Background: an optimization exercise with open tools, aiming at small area. Do not read the settings as production practice.
Function was checked by simulation only, so behaviour that the tests miss may differ from the original.
Power figures rest on the tool's default switching activity, not on a simulated workload.

<file path="standard.sh">
#!/bin/bash
# synth_recipe.tcl (not shown) runs the flow's synth.tcl, then flattens the netlist and writes it again
# the make line also repeats each setting of config.mk as NAME=value (left out here)
make -C /OpenROAD-flow-scripts/flow DESIGN_CONFIG=/design/flow/config.mk WORK_HOME=/design/flow/orfs CLKGATE_MAP_FILE= SYNTH_SCRIPT=/design/flow/synth_recipe.tcl "${@:-finish}"
</file>
<file path="flow/run.sh">
#!/bin/bash
# Own layout flow: the standard flow (standard.sh) with two changes.
#  1. After the standard synthesis, its combinational logic is re-mapped for area by Yosys/ABC
#     (resynth.tcl with abc_area.script), with a portfolio of runs (ABC deepsyn seeds, start-up passes and mappers, four at a time);
#     the smallest result is kept. The flip-flops keep their instances, names and cell types.
#  2. Ports are buffered with sky130_fd_sc_hd__buf_1 (BUFFER_PORTS_ARGS) instead of the default
#     buffer; every input and output port still gets its buffer.
# Each tool's output goes to a log file in the work folder.
set -euo pipefail
W=$(pwd)
F=$W/flow
R=$W/orfs/results/$FLOW_PLATFORM/LightShow/base
YOSYS=$FLOW_HOME/../tools/install/yosys/bin/yosys
[ -x "$YOSYS" ] || YOSYS=$(command -v yosys)
LIB=$FLOW_HOME/platforms/$FLOW_PLATFORM/lib/sky130_fd_sc_hd__tt_025C_1v80.lib
export BUFFER_PORTS_ARGS="-buffer_cell sky130_fd_sc_hd__buf_1"

bash standard.sh synth > $W/std_synth.log 2>&1
cp $R/1_2_yosys.v $W/std_1_2_yosys.v

# sequential cells of the standard netlist stay as they are
KEEP=$(grep -oE '^\s*sky130_fd_sc_hd__[a-z0-9_]+' $W/std_1_2_yosys.v | tr -d ' ' | sort -u \
       | grep -E '__(df|edf|sdf|dl|sdl)' | tr '\n' ' ' || true)
DONT_USE="sky130_fd_sc_hd__probe_p_8 sky130_fd_sc_hd__probec_p_8 sky130_fd_sc_hd__lpflow_*"
# portfolio: deepsyn seed x start-up pass x mapper; each run is an equivalent netlist of the same
# combinational logic, and the smallest one is kept
RUNS="p1 p2 p3 p4 p5 p6 p7 p8 d1 d2 d3 d4 r1 r2 r3 r4"
PAR=${NUM_CORES:-4}
n=0
for run in $RUNS; do
  v=${run:0:1}; s=${run:1}
  case $v in
    p|m) pre="" ;;
    d) pre="dch -f; strash" ;;
    r) pre="balance; rewrite; refactor; balance; rewrite -z; balance; refactor -z; rewrite -z; balance" ;;
  esac
  if [ $v = m ]; then map="map -a"; else map="amap"; fi
  sed -e "s/@SEED@/$s/" -e "s/@PRE@/$pre/" -e "s/@MAP@/$map/" $F/abc_area.script | tr ';' '\n' \
    | sed 's/^ *//' > $W/abc_area_$run.script
  RS_LIB=$LIB RS_KEEP="$KEEP" RS_DONT_USE="$DONT_USE" RS_IN=$W/std_1_2_yosys.v RS_TOP=$FLOW_TOP \
    RS_ABC=$W/abc_area_$run.script RS_STAT=$W/resynth_stat_$run.txt RS_OUT=$W/resynth_$run.v \
    $YOSYS -c $F/resynth.tcl > $W/resynth_$run.log 2>&1 &
  n=$((n+1)); if [ $((n % PAR)) -eq 0 ]; then wait; fi
done
wait
best=""; besta=""
for run in $RUNS; do
  a=$(grep "Chip area" $W/resynth_stat_$run.txt 2>/dev/null | awk '{print $NF}' || true)
  echo "run $run: ${a:-failed}" >> $W/resynth_choice.log
  if [ -n "$a" ] && { [ -z "$besta" ] || awk -v a="$a" -v b="$besta" 'BEGIN{exit !(a<b)}'; }; then
    best=$run; besta=$a
  fi
done
if [ -z "$best" ]; then echo "resynthesis failed" >&2; exit 1; fi
echo "kept seed $best ($besta)" >> $W/resynth_choice.log
cp $W/resynth_$best.v $R/1_2_yosys.v
rm -f $R/1_synth.odb

bash standard.sh finish > $W/std_finish.log 2>&1
</file>
<file path="config.mk">
export PLATFORM = sky130hd
export DESIGN_NAME = LightShow
export DESIGN_NICKNAME = LightShow
export VERILOG_FILES = /design/flow/design.v
export SDC_FILE = /design/flow/constraint.sdc
export NUM_CORES = 4
export LEC_CHECK = 0
export CAP_MARGIN = 20
export CORE_MARGIN = 2
export CORE_UTILIZATION = 35
export CTS_BUF_LIST = sky130_fd_sc_hd__clkbuf_4
export CTS_CLUSTER_DIAMETER = 100
export CTS_CLUSTER_SIZE = 20
export GPL_TIMING_DRIVEN = 0
export PLACE_DENSITY = 0.5
export SLEW_MARGIN = 20
</file>
<file path="flow/abc_area.script">
strash
@PRE@
&get -n
&deepsyn -T 90 -S @SEED@
&put
dch -f
@MAP@
topo
</file>
<file path="design.v">
module LightShow(Clock, Reset, Disp3, Disp2, Disp1, Disp0, LedRed, LedGrn);
  input Clock;
  input Reset;
  output [6:0] Disp3;
  output [6:0] Disp2;
  output [6:0] Disp1;
  output [6:0] Disp0;
  output [9:0] LedRed;
  output [7:0] LedGrn;
  reg [3:0] div;
  wire tick = (div == 4'd4);
  always @(posedge Clock)
    if (Reset) div <= 4'd10;
    else if (div == 4'd9) div <= 4'd0;
    else div <= div + 4'd1;
  reg [2:0] part;
  reg [4:0] A;
  reg [4:0] B;
  reg first;
  reg last, awrap;
  always @* begin
    last = 1'b0; awrap = 1'b0;
    case (part)
      3'd1: last = (A == 5'd27);
      3'd2: begin last = (A == 5'd11) && (B[3:0] == 4'd15); awrap = (A == 5'd11); end
      3'd3: begin last = (A == 5'd14) && (B[3:0] == 4'd10); awrap = 1'b0; end
      3'd4: begin awrap = (A == 5'd16); last = (A == 5'd12) && (B[4:3] == 2'd3); end
      3'd5: begin awrap = (A == 5'd30); last = (A == 5'd26) && B[3]; end
      3'd6: begin awrap = (A[2:0] == 3'd7); last = (A == 5'd9) && (B == 5'd30); end
      default: last = 1'b1;
    endcase
  end
  always @(posedge Clock)
    if (Reset) begin
      part <= 3'd0; A <= 5'd0; B <= 5'd0; first <= 1'b1;
    end else if (tick) begin
      if (part == 3'd2) first <= 1'b0;
      if (last) begin
        part <= (part == 3'd6) ? 3'd1 : part + 3'd1;
        A <= 5'd0; B <= 5'd0;
      end else begin
        A <= awrap ? 5'd0 : (part == 3'd3 && B[4]) ? A - 5'd1 : (part == 3'd6 && B == 5'd30 && A == 5'd1) ? 5'd9 : A + 5'd1;
        case (part)
          3'd2: B[3:0] <= B[3:0] + 4'd1;
          3'd3: begin
            B[3:0] <= B[3:0] + 4'd1;
            B[4] <= B[4] ? (A != 5'd1) : (A == 5'd13);
          end
          3'd4: begin B[2:0] <= B[2:0] + 3'd1; B[4:3] <= B[4:3] + awrap; end
          3'd5: begin B[2:0] <= (B[2:0] == 3'd5) ? 3'd0 : B[2:0] + 3'd1; B[4:3] <= B[4:3] + awrap; end
          3'd6: B <= B + awrap;
          default: ;
        endcase
      end
    end
  wire [2:0] B2 = B[2:0];
  wire [3:0] B3 = B[3:0];
  wire [1:0] r = B[4:3];
  wire A0 = A[0];
  wire c = 1'b0;
  wire [7:0] P = 8'd1 << part;
  wire [31:0] T;
  genvar gi;
  generate for (gi = 0; gi < 32; gi = gi + 1) begin : th
    assign T[gi] = (A >= gi);
  end endgenerate
  wire [45:0] lit;
  reg [6:0] H;    
  always @* case (B3)
    4'd0: H = 7'h3f;
    4'd1: H = 7'h06;
    4'd2: H = 7'h5b;
    4'd3: H = 7'h4f;
    4'd4: H = 7'h66;
    4'd5: H = 7'h6d;
    4'd6: H = 7'h7d;
    4'd7: H = 7'h07;
    4'd8: H = 7'h7f;
    4'd9: H = 7'h6f;
    4'd10: H = 7'h77;
    4'd11: H = 7'h7c;
    4'd12: H = 7'h39;
    4'd13: H = 7'h5e;
    4'd14: H = 7'h79;
    4'd15: H = 7'h71;
  endcase
  wire P23 = P[2] | P[3];
  wire r0 = (r == 2'd0);
  assign lit[0] = (P[1] & ((T[26]))) | (P[2] & ((B2 == 3'd0))) | (P[3] & ((T[14]))) | (P[4] & ((!B2[1] & !B2[2]) | (B2[1] & B2[2])) & 1'b1) | (P[5] & ((B2[0] & B2[1]) | (B2[2])) & (!r0 | T[15])) | (P[6] & ((A0 == 1'd0)));
  assign lit[1] = (P[1] & ((T[25]))) | (P[2] & ((B2 == 3'd0) | (B2 == 3'd1) | (B2 == 3'd7))) | (P[3] & ((T[13]))) | (P[4] & ((!B2[0] & !B2[2]) | (B2[0] & B2[1] & B2[2]) | (!B2[1] & !B2[2])) & 1'b1) | (P[5] & ((!B2[0] & B2[2]) | (B2[1])) & (!r0 | T[14])) | (P[6] & ((A0 == 1'd0)));
  assign lit[2] = (P[1] & ((T[24]))) | (P[2] & ((B2 == 3'd0) | (B2 == 3'd1) | (B2 == 3'd2) | (B2 == 3'd6) | (B2 == 3'd7))) | (P[3] & ((T[12]))) | (P[4] & ((!B2[2])) & 1'b1) | (P[5] & ((B2[0] & !B2[2]) | (B2[1])) & (!r0 | T[13])) | (P[6] & ((A0 == 1'd0)));
  assign lit[3] = (P[1] & ((T[23]))) | (P[2] & ((B2 == 3'd0) | (B2 == 3'd1) | (B2 == 3'd2) | (B2 == 3'd3) | (B2 == 3'd5) | (B2 == 3'd6) | (B2 == 3'd7))) | (P[3] & ((T[11]))) | (P[4] & ((!B2[0] & !B2[1] & B2[2]) | (B2[0] & !B2[2]) | (B2[1] & !B2[2])) & (!r0 | T[1])) | (P[5] & ((!B2[0] & B2[1]) | (!B2[1] & !B2[2])) & (!r0 | T[12])) | (P[6] & ((A0 == 1'd0)));
  assign lit[4] = (P[1] & ((T[22]))) | (P[2] & ((B2 == 3'd1) | (B2 == 3'd2) | (B2 == 3'd3) | (B2 == 3'd4) | (B2 == 3'd5) | (B2 == 3'd6) | (B2 == 3'd7))) | (P[3] & ((T[10] & !T[14]))) | (P[4] & ((!B2[1] & B2[2]) | (B2[1] & !B2[2])) & (!r0 | T[2])) | (P[5] & ((B2[0] & !B2[1]) | (!B2[1] & !B2[2])) & (!r0 | T[11])) | (P[6] & ((A0 == 1'd0)));
  assign lit[5] = (P[1] & ((T[21]))) | (P[2] & ((B2 == 3'd2) | (B2 == 3'd3) | (B2 == 3'd4) | (B2 == 3'd5) | (B2 == 3'd6))) | (P[3] & ((T[9] & !T[13]))) | (P[4] & ((!B2[0] & B2[2]) | (B2[0] & B2[1] & !B2[2]) | (!B2[1] & B2[2])) & (!r0 | T[3])) | (P[5] & ((!B2[0] & !B2[1]) | (B2[2])) & (!r0 | T[10])) | (P[6] & ((A0 == 1'd0)));
  assign lit[6] = (P[1] & ((T[20]))) | (P[2] & ((B2 == 3'd3) | (B2 == 3'd4) | (B2 == 3'd5))) | (P[3] & ((T[8] & !T[12]))) | (P[4] & ((B2[2])) & (!r0 | T[4])) | (P[5] & ((B2[0] & B2[1]) | (B2[2])) & (!r0 | T[9])) | (P[6] & ((A0 == 1'd0)));
  assign lit[7] = (P[1] & ((T[19]))) | (P[2] & ((B2 == 3'd4))) | (P[3] & ((T[7] & !T[11]))) | (P[4] & ((!B2[0] & !B2[1] & !B2[2]) | (B2[0] & B2[2]) | (B2[1] & B2[2])) & (!r0 | T[5])) | (P[5] & ((!B2[0] & B2[2]) | (B2[1])) & (!r0 | T[8])) | (P[6] & ((A0 == 1'd0)));
  assign lit[8] = (P[1] & ((!T[1]) | (T[18]))) | (P[2] & ((T[6] & !T[7]))) | (P[3] & ((T[6] & !T[10]))) | (P[4] & ((!B2[1] & !B2[2]) | (B2[1] & B2[2])) & (!r0 | T[6])) | (P[5] & ((B2[0] & !B2[2]) | (B2[1])) & (!r0 | T[7])) | (P[6] & ((A0 == 1'd1)));
  assign lit[9] = (P[1] & ((T[1] & !T[2]) | (T[17]))) | (P[2] & ((T[5] & !T[8]))) | (P[3] & ((T[5] & !T[9]))) | (P[4] & ((!B2[0] & !B2[2]) | (B2[0] & B2[1] & B2[2]) | (!B2[1] & !B2[2])) & (!r0 | T[7])) | (P[5] & ((!B2[0] & B2[1]) | (!B2[1] & !B2[2])) & (!r0 | T[6])) | (P[6] & ((A0 == 1'd1)));
  assign lit[10] = (P[1] & ((T[2] & !T[3]) | (T[16]))) | (P[2] & ((T[4] & !T[9]))) | (P[3] & ((T[4] & !T[8]))) | (P[4] & ((!B2[2])) & (!r0 | T[8])) | (P[5] & ((B2[0] & !B2[1]) | (!B2[1] & !B2[2])) & (!r0 | T[5])) | (P[6] & ((A0 == 1'd1)));
  assign lit[11] = (P[1] & ((!T[1]) | (T[3] & !T[4]) | (T[15]))) | (P[2] & ((T[3] & !T[10]))) | (P[3] & ((T[3] & !T[7]))) | (P[4] & ((!B2[0] & !B2[1] & B2[2]) | (B2[0] & !B2[2]) | (B2[1] & !B2[2])) & (!r0 | T[9])) | (P[5] & ((!B2[0] & !B2[1]) | (B2[2])) & (!r0 | T[4])) | (P[6] & ((A0 == 1'd1)));
  assign lit[12] = (P[1] & ((T[1] & !T[2]) | (T[4] & !T[5]) | (T[14]))) | (P[2] & ((T[2] & !T[6]) | (T[7] & !T[11]))) | (P[3] & ((T[2] & !T[6]))) | (P[4] & ((!B2[1] & B2[2]) | (B2[1] & !B2[2])) & (!r0 | T[10])) | (P[5] & ((B2[0] & B2[1]) | (B2[2])) & (!r0 | T[3])) | (P[6] & ((A0 == 1'd1)));
  assign lit[13] = (P[1] & ((T[2] & !T[3]) | (T[5] & !T[6]) | (T[13]))) | (P[2] & ((T[1] & !T[5]) | (T[8]))) | (P[3] & ((T[1] & !T[5]))) | (P[4] & ((!B2[0] & B2[2]) | (B2[0] & B2[1] & !B2[2]) | (!B2[1] & B2[2])) & (!r0 | T[11])) | (P[5] & ((!B2[0] & B2[2]) | (B2[1])) & (!r0 | T[2])) | (P[6] & ((A0 == 1'd1)));
  assign lit[14] = (P[1] & ((!T[1]) | (T[3] & !T[4]) | (T[6] & !T[7]) | (T[12]))) | (P[2] & ((!T[4]) | (T[9]))) | (P[3] & ((!T[4]))) | (P[4] & ((B2[2])) & (!r0 | T[12])) | (P[5] & ((B2[0] & !B2[2]) | (B2[1])) & (!r0 | T[1])) | (P[6] & ((A0 == 1'd1)));
  assign lit[15] = (P[1] & ((T[1] & !T[2]) | (T[4] & !T[5]) | (T[7] & !T[8]) | (T[11]))) | (P[2] & ((!T[3]) | (T[10]))) | (P[3] & ((!T[3]))) | (P[4] & ((!B2[0] & !B2[1] & !B2[2]) | (B2[0] & B2[2]) | (B2[1] & B2[2])) & (!r0 | T[13])) | (P[5] & ((!B2[0] & B2[1]) | (!B2[1] & !B2[2])) & 1'b1) | (P[6] & ((A0 == 1'd1)));
  assign lit[16] = (P[1] & ((T[2] & !T[3]) | (T[5] & !T[6]) | (T[8] & !T[9]) | (T[10]))) | (P[2] & ((!T[2]) | (T[11]))) | (P[3] & ((!T[2]))) | (P[4] & ((!B2[1] & !B2[2]) | (B2[1] & B2[2])) & (!r0 | T[14])) | (P[5] & ((B2[0] & !B2[1]) | (!B2[1] & !B2[2])) & 1'b1) | (P[6] & ((A0 == 1'd1)));
  assign lit[17] = (P[1] & ((T[3] & !T[4]) | (T[6] & !T[7]) | (T[9]))) | (P[2] & ((!T[1]))) | (P[3] & ((!T[1]))) | (P[4] & ((!B2[0] & !B2[2]) | (B2[0] & B2[1] & B2[2]) | (!B2[1] & !B2[2])) & (!r0 | T[15])) | (P[5] & ((!B2[0] & !B2[1]) | (B2[2])) & 1'b1) | (P[6] & ((A0 == 1'd1)));
  assign lit[18] = (P[1] & ((T[26]))) | (P23 & H[0]) | (P[4] & ((T[10] & !T[14]))) | (P[5] & ((T[23] & !T[27]))) | (P[6] & ((B == 5'd2) | (B == 5'd8) | (B == 5'd10) | (B == 5'd12) | (B == 5'd16) | (B == 5'd17) | (B == 5'd20)));
  assign lit[19] = (P[1] & ((T[25]))) | (P23 & H[1]) | (P[4] & ((T[9] & !T[13]))) | (P[5] & ((!T[4]) | (T[24] & !T[28]))) | (P[6] & ((B == 5'd1) | (B == 5'd7) | (B == 5'd8) | (B == 5'd9) | (B == 5'd12) | (B == 5'd19) | (B == 5'd20) | (B == 5'd21)));
  assign lit[20] = (P[1] & ((T[24]))) | (P23 & H[2]) | (P[5] & ((T[1] & !T[5]) | (T[25] & !T[29]))) | (P[6] & ((B == 5'd1) | (B == 5'd5) | (B == 5'd7) | (B == 5'd8) | (B == 5'd9) | (B == 5'd12) | (B == 5'd14) | (B == 5'd19) | (B == 5'd20) | (B == 5'd21)));
  assign lit[21] = (P[1] & ((T[23]))) | (P23 & H[3]) | (P[4] & ((!T[4]))) | (P[5] & ((T[2] & !T[6]))) | (P[6] & ((B == 5'd2) | (B == 5'd3) | (B == 5'd4) | (B == 5'd5) | (B == 5'd9) | (B == 5'd10) | (B == 5'd16) | (B == 5'd17) | (B == 5'd19) | (B == 5'd21)));
  assign lit[22] = (P[1] & ((T[22]))) | (P23 & H[4]) | (P[5] & ((T[3] & !T[7]))) | (P[6] & ((B == 5'd1) | (B == 5'd2) | (B == 5'd3) | (B == 5'd4) | (B == 5'd5) | (B == 5'd7) | (B == 5'd8) | (B == 5'd9) | (B == 5'd10) | (B == 5'd12) | (B == 5'd14) | (B == 5'd15) | (B == 5'd16) | (B == 5'd17) | (B == 5'd19) | (B == 5'd20)));
  assign lit[23] = (P[1] & ((T[21]))) | (P23 & H[5]) | (P[5] & ((T[4] & !T[8]))) | (P[6] & ((B == 5'd1) | (B == 5'd2) | (B == 5'd3) | (B == 5'd4) | (B == 5'd7) | (B == 5'd8) | (B == 5'd9) | (B == 5'd10) | (B == 5'd12) | (B == 5'd15) | (B == 5'd16) | (B == 5'd17) | (B == 5'd20) | (B == 5'd21)));
  assign lit[24] = (P[1] & ((T[20]))) | (P23 & H[6]) | (P[4] & ((T[8] & !T[12]))) | (P[6] & ((B == 5'd1) | (B == 5'd2) | (B == 5'd5) | (B == 5'd7) | (B == 5'd8) | (B == 5'd10) | (B == 5'd12) | (B == 5'd14) | (B == 5'd17) | (B == 5'd19) | (B == 5'd20) | (B == 5'd21)));
  assign lit[25] = (P[1] & ((T[19]))) | (P23 & H[0]) | (P[4] & ((T[11] & !T[15]))) | (P[5] & ((T[5] & !T[9]))) | (P[6] & ((B == 5'd3) | (B == 5'd9) | (B == 5'd11) | (B == 5'd13) | (B == 5'd17) | (B == 5'd18) | (B == 5'd21)));
  assign lit[26] = (P[1] & ((T[18]))) | (P23 & H[1]) | (P[5] & ((T[22] & !T[26]))) | (P[6] & ((B == 5'd2) | (B == 5'd8) | (B == 5'd9) | (B == 5'd10) | (B == 5'd13) | (B == 5'd20) | (B == 5'd21) | (B == 5'd22)));
  assign lit[27] = (P[1] & ((T[17]))) | (P23 & H[2]) | (P[5] & ((T[21] & !T[25]))) | (P[6] & ((B == 5'd2) | (B == 5'd6) | (B == 5'd8) | (B == 5'd9) | (B == 5'd10) | (B == 5'd13) | (B == 5'd15) | (B == 5'd20) | (B == 5'd21) | (B == 5'd22)));
  assign lit[28] = (P[1] & ((T[16]))) | (P23 & H[3]) | (P[4] & ((T[1] & !T[5]))) | (P[5] & ((T[20] & !T[24]))) | (P[6] & ((B == 5'd3) | (B == 5'd4) | (B == 5'd5) | (B == 5'd6) | (B == 5'd10) | (B == 5'd11) | (B == 5'd17) | (B == 5'd18) | (B == 5'd20) | (B == 5'd22)));
  assign lit[29] = (P[1] & ((T[15]))) | (P23 & H[4]) | (P[5] & ((T[7] & !T[11]))) | (P[6] & ((B == 5'd2) | (B == 5'd3) | (B == 5'd4) | (B == 5'd5) | (B == 5'd6) | (B == 5'd8) | (B == 5'd9) | (B == 5'd10) | (B == 5'd11) | (B == 5'd13) | (B == 5'd15) | (B == 5'd16) | (B == 5'd17) | (B == 5'd18) | (B == 5'd20) | (B == 5'd21)));
  assign lit[30] = (P[1] & ((T[14]))) | (P23 & H[5]) | (P[5] & ((T[6] & !T[10]))) | (P[6] & ((B == 5'd2) | (B == 5'd3) | (B == 5'd4) | (B == 5'd5) | (B == 5'd8) | (B == 5'd9) | (B == 5'd10) | (B == 5'd11) | (B == 5'd13) | (B == 5'd16) | (B == 5'd17) | (B == 5'd18) | (B == 5'd21) | (B == 5'd22)));
  assign lit[31] = (P[1] & ((T[13]))) | (P23 & H[6]) | (P[4] & ((T[7] & !T[11]))) | (P[6] & ((B == 5'd2) | (B == 5'd3) | (B == 5'd6) | (B == 5'd8) | (B == 5'd9) | (B == 5'd11) | (B == 5'd13) | (B == 5'd15) | (B == 5'd18) | (B == 5'd20) | (B == 5'd21) | (B == 5'd22)));
  assign lit[32] = (P[1] & ((T[12]))) | (P23 & H[0]) | (P[4] & ((T[12]))) | (P[5] & ((T[17] & !T[21]))) | (P[6] & ((B == 5'd4) | (B == 5'd10) | (B == 5'd12) | (B == 5'd14) | (B == 5'd18) | (B == 5'd19) | (B == 5'd22)));
  assign lit[33] = (P[1] & ((T[11]))) | (P23 & H[1]) | (P[5] & ((T[18] & !T[22]))) | (P[6] & ((B == 5'd3) | (B == 5'd9) | (B == 5'd10) | (B == 5'd11) | (B == 5'd14) | (B == 5'd21) | (B == 5'd22) | (B == 5'd23)));
  assign lit[34] = (P[1] & ((T[10]))) | (P23 & H[2]) | (P[5] & ((T[19] & !T[23]))) | (P[6] & ((B == 5'd3) | (B == 5'd7) | (B == 5'd9) | (B == 5'd10) | (B == 5'd11) | (B == 5'd14) | (B == 5'd16) | (B == 5'd21) | (B == 5'd22) | (B == 5'd23)));
  assign lit[35] = (P[1] & ((T[9]))) | (P23 & H[3]) | (P[4] & ((T[2] & !T[6]))) | (P[5] & ((T[8] & !T[12]))) | (P[6] & ((B == 5'd4) | (B == 5'd5) | (B == 5'd6) | (B == 5'd7) | (B == 5'd11) | (B == 5'd12) | (B == 5'd18) | (B == 5'd19) | (B == 5'd21) | (B == 5'd23)));
  assign lit[36] = (P[1] & ((T[8]))) | (P23 & H[4]) | (P[5] & ((T[9] & !T[13]))) | (P[6] & ((B == 5'd3) | (B == 5'd4) | (B == 5'd5) | (B == 5'd6) | (B == 5'd7) | (B == 5'd9) | (B == 5'd10) | (B == 5'd11) | (B == 5'd12) | (B == 5'd14) | (B == 5'd16) | (B == 5'd17) | (B == 5'd18) | (B == 5'd19) | (B == 5'd21) | (B == 5'd22)));
  assign lit[37] = (P[1] & ((T[7]))) | (P23 & H[5]) | (P[5] & ((T[10] & !T[14]))) | (P[6] & ((B == 5'd3) | (B == 5'd4) | (B == 5'd5) | (B == 5'd6) | (B == 5'd9) | (B == 5'd10) | (B == 5'd11) | (B == 5'd12) | (B == 5'd14) | (B == 5'd17) | (B == 5'd18) | (B == 5'd19) | (B == 5'd22) | (B == 5'd23)));
  assign lit[38] = (P[1] & ((T[6]))) | (P23 & H[6]) | (P[4] & ((T[6] & !T[10]))) | (P[6] & ((B == 5'd3) | (B == 5'd4) | (B == 5'd7) | (B == 5'd9) | (B == 5'd10) | (B == 5'd12) | (B == 5'd14) | (B == 5'd16) | (B == 5'd19) | (B == 5'd21) | (B == 5'd22) | (B == 5'd23)));
  assign lit[39] = (P[1] & ((T[5]))) | (P23 & H[0]) | (P[4] & (({A,r} == 7'd1) | ({A,r} == 7'd2) | ({A,r} == 7'd3) | ({A,r} == 7'd52) | ({A,r} == 7'd53) | ({A,r} == 7'd54) | ({A,r} == 7'd56) | ({A,r} == 7'd57) | ({A,r} == 7'd58) | ({A,r} == 7'd60) | ({A,r} == 7'd61) | ({A,r} == 7'd62) | ({A,r} == 7'd64) | ({A,r} == 7'd65) | ({A,r} == 7'd66))) | (P[5] & ((T[11] & !T[15]))) | (P[6] & ((B == 5'd5) | (B == 5'd11) | (B == 5'd13) | (B == 5'd15) | (B == 5'd19) | (B == 5'd20) | (B == 5'd23)));
  assign lit[40] = (P[1] & ((T[4]))) | (P23 & H[1]) | (P[5] & ((T[16] & !T[20]))) | (P[6] & ((B == 5'd4) | (B == 5'd10) | (B == 5'd11) | (B == 5'd12) | (B == 5'd15) | (B == 5'd22) | (B == 5'd23) | (B == 5'd24)));
  assign lit[41] = (P[1] & ((T[3]))) | (P23 & H[2]) | (P[5] & ((T[15] & !T[19]))) | (P[6] & ((B == 5'd4) | (B == 5'd8) | (B == 5'd10) | (B == 5'd11) | (B == 5'd12) | (B == 5'd15) | (B == 5'd17) | (B == 5'd22) | (B == 5'd23) | (B == 5'd24)));
  assign lit[42] = (P[1] & ((T[2]))) | (P23 & H[3]) | (P[4] & ((T[3] & !T[7]))) | (P[5] & ((T[14] & !T[18]))) | (P[6] & ((B == 5'd5) | (B == 5'd6) | (B == 5'd7) | (B == 5'd8) | (B == 5'd12) | (B == 5'd13) | (B == 5'd19) | (B == 5'd20) | (B == 5'd22) | (B == 5'd24)));
  assign lit[43] = (P[1] & ((T[1]))) | (P23 & H[4]) | (P[4] & ((T[4] & !T[8]))) | (P[5] & ((T[13] & !T[17]))) | (P[6] & ((B == 5'd4) | (B == 5'd5) | (B == 5'd6) | (B == 5'd7) | (B == 5'd8) | (B == 5'd10) | (B == 5'd11) | (B == 5'd12) | (B == 5'd13) | (B == 5'd15) | (B == 5'd17) | (B == 5'd18) | (B == 5'd19) | (B == 5'd20) | (B == 5'd22) | (B == 5'd23)));
  assign lit[44] = (P[1] & 1'b1) | (P23 & H[5]) | (P[5] & ((T[12] & !T[16]))) | (P[6] & ((B == 5'd4) | (B == 5'd5) | (B == 5'd6) | (B == 5'd7) | (B == 5'd10) | (B == 5'd11) | (B == 5'd12) | (B == 5'd13) | (B == 5'd15) | (B == 5'd18) | (B == 5'd19) | (B == 5'd20) | (B == 5'd23) | (B == 5'd24)));
  assign lit[45] = (P[1] & 1'b1) | (P23 & H[6]) | (P[4] & ((T[5] & !T[9]))) | (P[6] & ((B == 5'd4) | (B == 5'd5) | (B == 5'd8) | (B == 5'd10) | (B == 5'd11) | (B == 5'd13) | (B == 5'd15) | (B == 5'd17) | (B == 5'd20) | (B == 5'd22) | (B == 5'd23) | (B == 5'd24)));
  wire fix = !first & P[2] & (B[3:0] == 4'd0) & (A == 5'd0);
  wire [27:0] sd = lit[45:18] ^ ({28{fix}} & {4{7'h3f ^ 7'h7c}});
  assign Disp3 = ~sd[27:21];
  assign Disp2 = ~sd[20:14];
  assign Disp1 = ~sd[13:7];
  assign Disp0 = ~sd[6:0];
  assign LedRed = lit[17:8];
  assign LedGrn = lit[7:0];
endmodule
</file>
<file path="constraint.sdc">
create_clock -name core_clock -period 10.0 [get_ports {Clock}]
set_input_delay 2.0000 -clock core_clock [delete_from_list [all_inputs] [get_ports {Clock}]]
set_output_delay 2.0000 -clock core_clock [all_outputs]
set_load 0.01 [all_outputs]
</file>
<file path="flow/resynth.tcl">
# Yosys script (run by run.sh): re-maps the combinational logic of the standard synthesis's
# netlist for area with ABC (abc_area.script). The flip-flop instances keep their names and
# cell types: their cells are black boxes here, so ABC never sees them.
yosys -import
set lib $::env(RS_LIB)
read_liberty -overwrite -setattr liberty_cell -lib $lib
read_liberty -overwrite -ignore_miss_func $lib
foreach ff [split $::env(RS_KEEP) " "] { if {$ff ne ""} { blackbox $ff } }
read_verilog $::env(RS_IN)
hierarchy -top $::env(RS_TOP)
flatten
opt_clean -purge
set dua {}
foreach c [split $::env(RS_DONT_USE) " "] { if {$c ne ""} { lappend dua -dont_use $c } }
abc -liberty $lib {*}$dua -script $::env(RS_ABC)
opt_clean -purge
hilomap -singleton -hicell sky130_fd_sc_hd__conb_1 HI -locell sky130_fd_sc_hd__conb_1 LO
splitnets
opt_clean -purge
tee -o $::env(RS_STAT) stat -liberty $lib
write_verilog -noattr -nohex -nodec $::env(RS_OUT)
</file>
==> run_results.csv <==
group,metric,value,unit
status,status,"no timing/DRC/antenna violations",
critical_path,path_cells,"clkinv_1 -> nor2_1 -> clkinv_1 -> nor2_1 -> clkinv_1 -> nor2_1 -> o22ai_1 -> nor4_1 -> clkinv_1 -> o21ai_0 -> o21bai_1 -> nor4b_1 -> buf_1",
placement,globalplace.congestion,1.10,
global_route,grt_max_degree,19,
sta,finalMaxSlewViolations,0,
drt,firstDrtPassIters,5,
final_layout,layout-drive-gt1-share,0.843,%
drt,vias_per_cell,7.11,
critical_path,worst-setup-path-type,"reg -> out",
clock_network,clk_pin_slew,0.10,ns
clock_network,postCtsHoldBufs,0,
sta,relSlewSlack,36.8,%
floorplanning,rows,33,
critical_path,rrSetupSlack,5.20,ns
logic_synthesis,syn_nets,543,
sta,fmax,0.139,GHz
final_layout,area_growth,11.7,%
critical_path,cp_slowest_stage_delay,0.62,ns
critical_path,critPathRequiredTime,8.00,ns
critical_path,critical-path-slowest-cell,"nor2_1",
clock_network,clock_path_buffers,2,
floorplanning,fp.dieH,96.1,um
sta,fin_setup_tns,0,ns
floorplanning,core_area,0.00822,mm2
drt,post_drt_wl_per_cell,26.1,um
run,drv_cap,0,
global_route,grt_pass1_wl,26300,um
sta,finClkSkew,0.00311,ns
power,vdd_drop_max,100,uV
placement,dp_hpwl,14400,um
floorplanning,dieArea,0.00923,mm2
final_layout,fin_nets,596,
drt,drcViolationCount,0,
logic_synthesis,syn_area,0.00297,mm2
final_layout,antennaDiodeCount,0,
clock_network,cts_tree,"yes",
sta,rsz0062_at_grt,"no",
critical_path,critPathMostFrequentCell,"clkinv_1",
clock_network,root_buffer,"clkbuf_4",
min_path,hold_class,"reg -> reg",
critical_path,cp_max_fo,8,
drt,finalWirelength,18200,um
final_layout,layout_commonest_cell,"nor2_1",
clock_network,clock-sinks,18,
logic_synthesis,syn_inst,541,
floorplanning,start_util,36.1,%
drt,ant_nets,0,
floorplanning,fp.dieW,96.1,um
global_route,groute.usage.overall,39.0,%
final_layout,fin_util,40.3,%
placement,port_buffers,47,
sta,setup-violations-final,0,
power,cellLeakagePower,0.996,nW
drt,drtIter0Drc,690,
clock_network,cts-resized-gates,0,
sta,finalHoldViolCount,0,
clock_network,postCtsSetupBuffers,0,
critical_path,end_kind,"primary output",
logic_synthesis,synth_area_per_cell,5.48,um2
sta,fin_crit,7.19,ns
clock_network,clk_latency,0.30,ns
logic_synthesis,yosysWarnings,1,
power,powerDensity,42.2,mW/mm2
critical_path,arrival,5.19,ns
drt,via_count,4963,
global_route,grt-ovfl-total,0,
sta,worstMarginPinSlew,0.938,ns
clock_network,numCtsBuffers,3,
critical_path,startpoint_type,"register",
sta,period_share,71.9,%
global_route,grt_pass1_vias,4445,
clock_network,h-tree-depth,1,
floorplanning,ios,48,
final_layout,most-common-layout-cells,"nor2_1 (163), clkinv_1 (80), o21ai_0 (48)",
global_route,antenna_found_initial,0,
==> metrics by stage <==
stage	power [mW]	instance area, um2	setup slack [ns]	hold slack (ns)	cells
after floorplan	0.0931	2970	5.10	0.389	541
after global placement	0.102	3270	3.49	0.400	693
after detailed placement	0.103	3290	3.61	0.407	694
after CTS	0.139	3310	3.28	0.423	698
after global routing	0.145	3310	2.75	0.457	698
final	0.140	3310	2.81	0.425	698
==> state kept, by name, indices dropped and copies added, names as in the netlist <==
| register | count |
|---|---|
| first | 1 |
| B | 5 |
| A | 5 |
| part | 3 |
| div | 4 |
==> layer usage <==
metal  routed length (um)  part of all wire, %  track usage, %
met1                 7000                   38            51.0
met2                 7310                   40            56.3
met3                 2710                   15            12.8
met4                 1220                  6.7            20.8
met5                    0                    0               0
==> cell type report <==
class	count	area, um2
timing repair buffer	48	184
fill	981	4900
tap	105	131
inverter	79	297
clock buffer	3	22.5
clock inverter	1	3.75
sequential	18	360
multi-input combinational	444	2310
==> final timing paths <==
| kind | from | end | depth (start not counted) |
|---|---|---|---|
| max | part[1] | Disp0[6] | 13 |
| min | div[0] | div[0] | 1 |
| max reg2reg | part[0] | part[0] | 15 |
| min reg2reg | div[0] | div[0] | 1 |
==> power by group <==
| group | total, mW | internal (mW) | switching (mW) |
|---|---|---|---|
| clock network | 0.0378 | 0.0146 | 0.0232 |
| registers | 0.0765 | 0.0738 | 0.00275 |
| logic | 0.0257 | 0.00714 | 0.0185 |
==> critical path, delay by kind of cell, from the launching register on <==
| kind | cells | cell delay (ns) |
|---|---|---|
| compound gates | 3 | 0.87 |
| flops | 1 | 0.47 |
| buf+inv | 5 | 1.66 |
| simple gates | 5 | 1.89 |

## what the ideal ports hide
In the flow no input, the clock included, has a driving cell. The finished layout below was timed again as built, in two steps.
Step 1 assumes that a clkbuf_16 drives the clock port and a buf_2 every other input.
Step 2 moves the port delays by t, midway between the first and last clock arrival at a register: inputs arrive t later, outputs are due t later. That takes back most of the time a late clock gives input paths.
Three values: ideal, step 1, step 2; two values: the first two.
t (ns): 0.320
setup slack, ns: 2.812 / 2.791 / 3.111
worst hold slack (ns): 0.425 / 0.425 / 0.425
worst data-port slew with drivers (ns): 0.03
After both steps setup and hold are still met in this run. For this run, drivers alone change the setup slack by -0.021 ns; drivers and shift together by +0.299 ns.
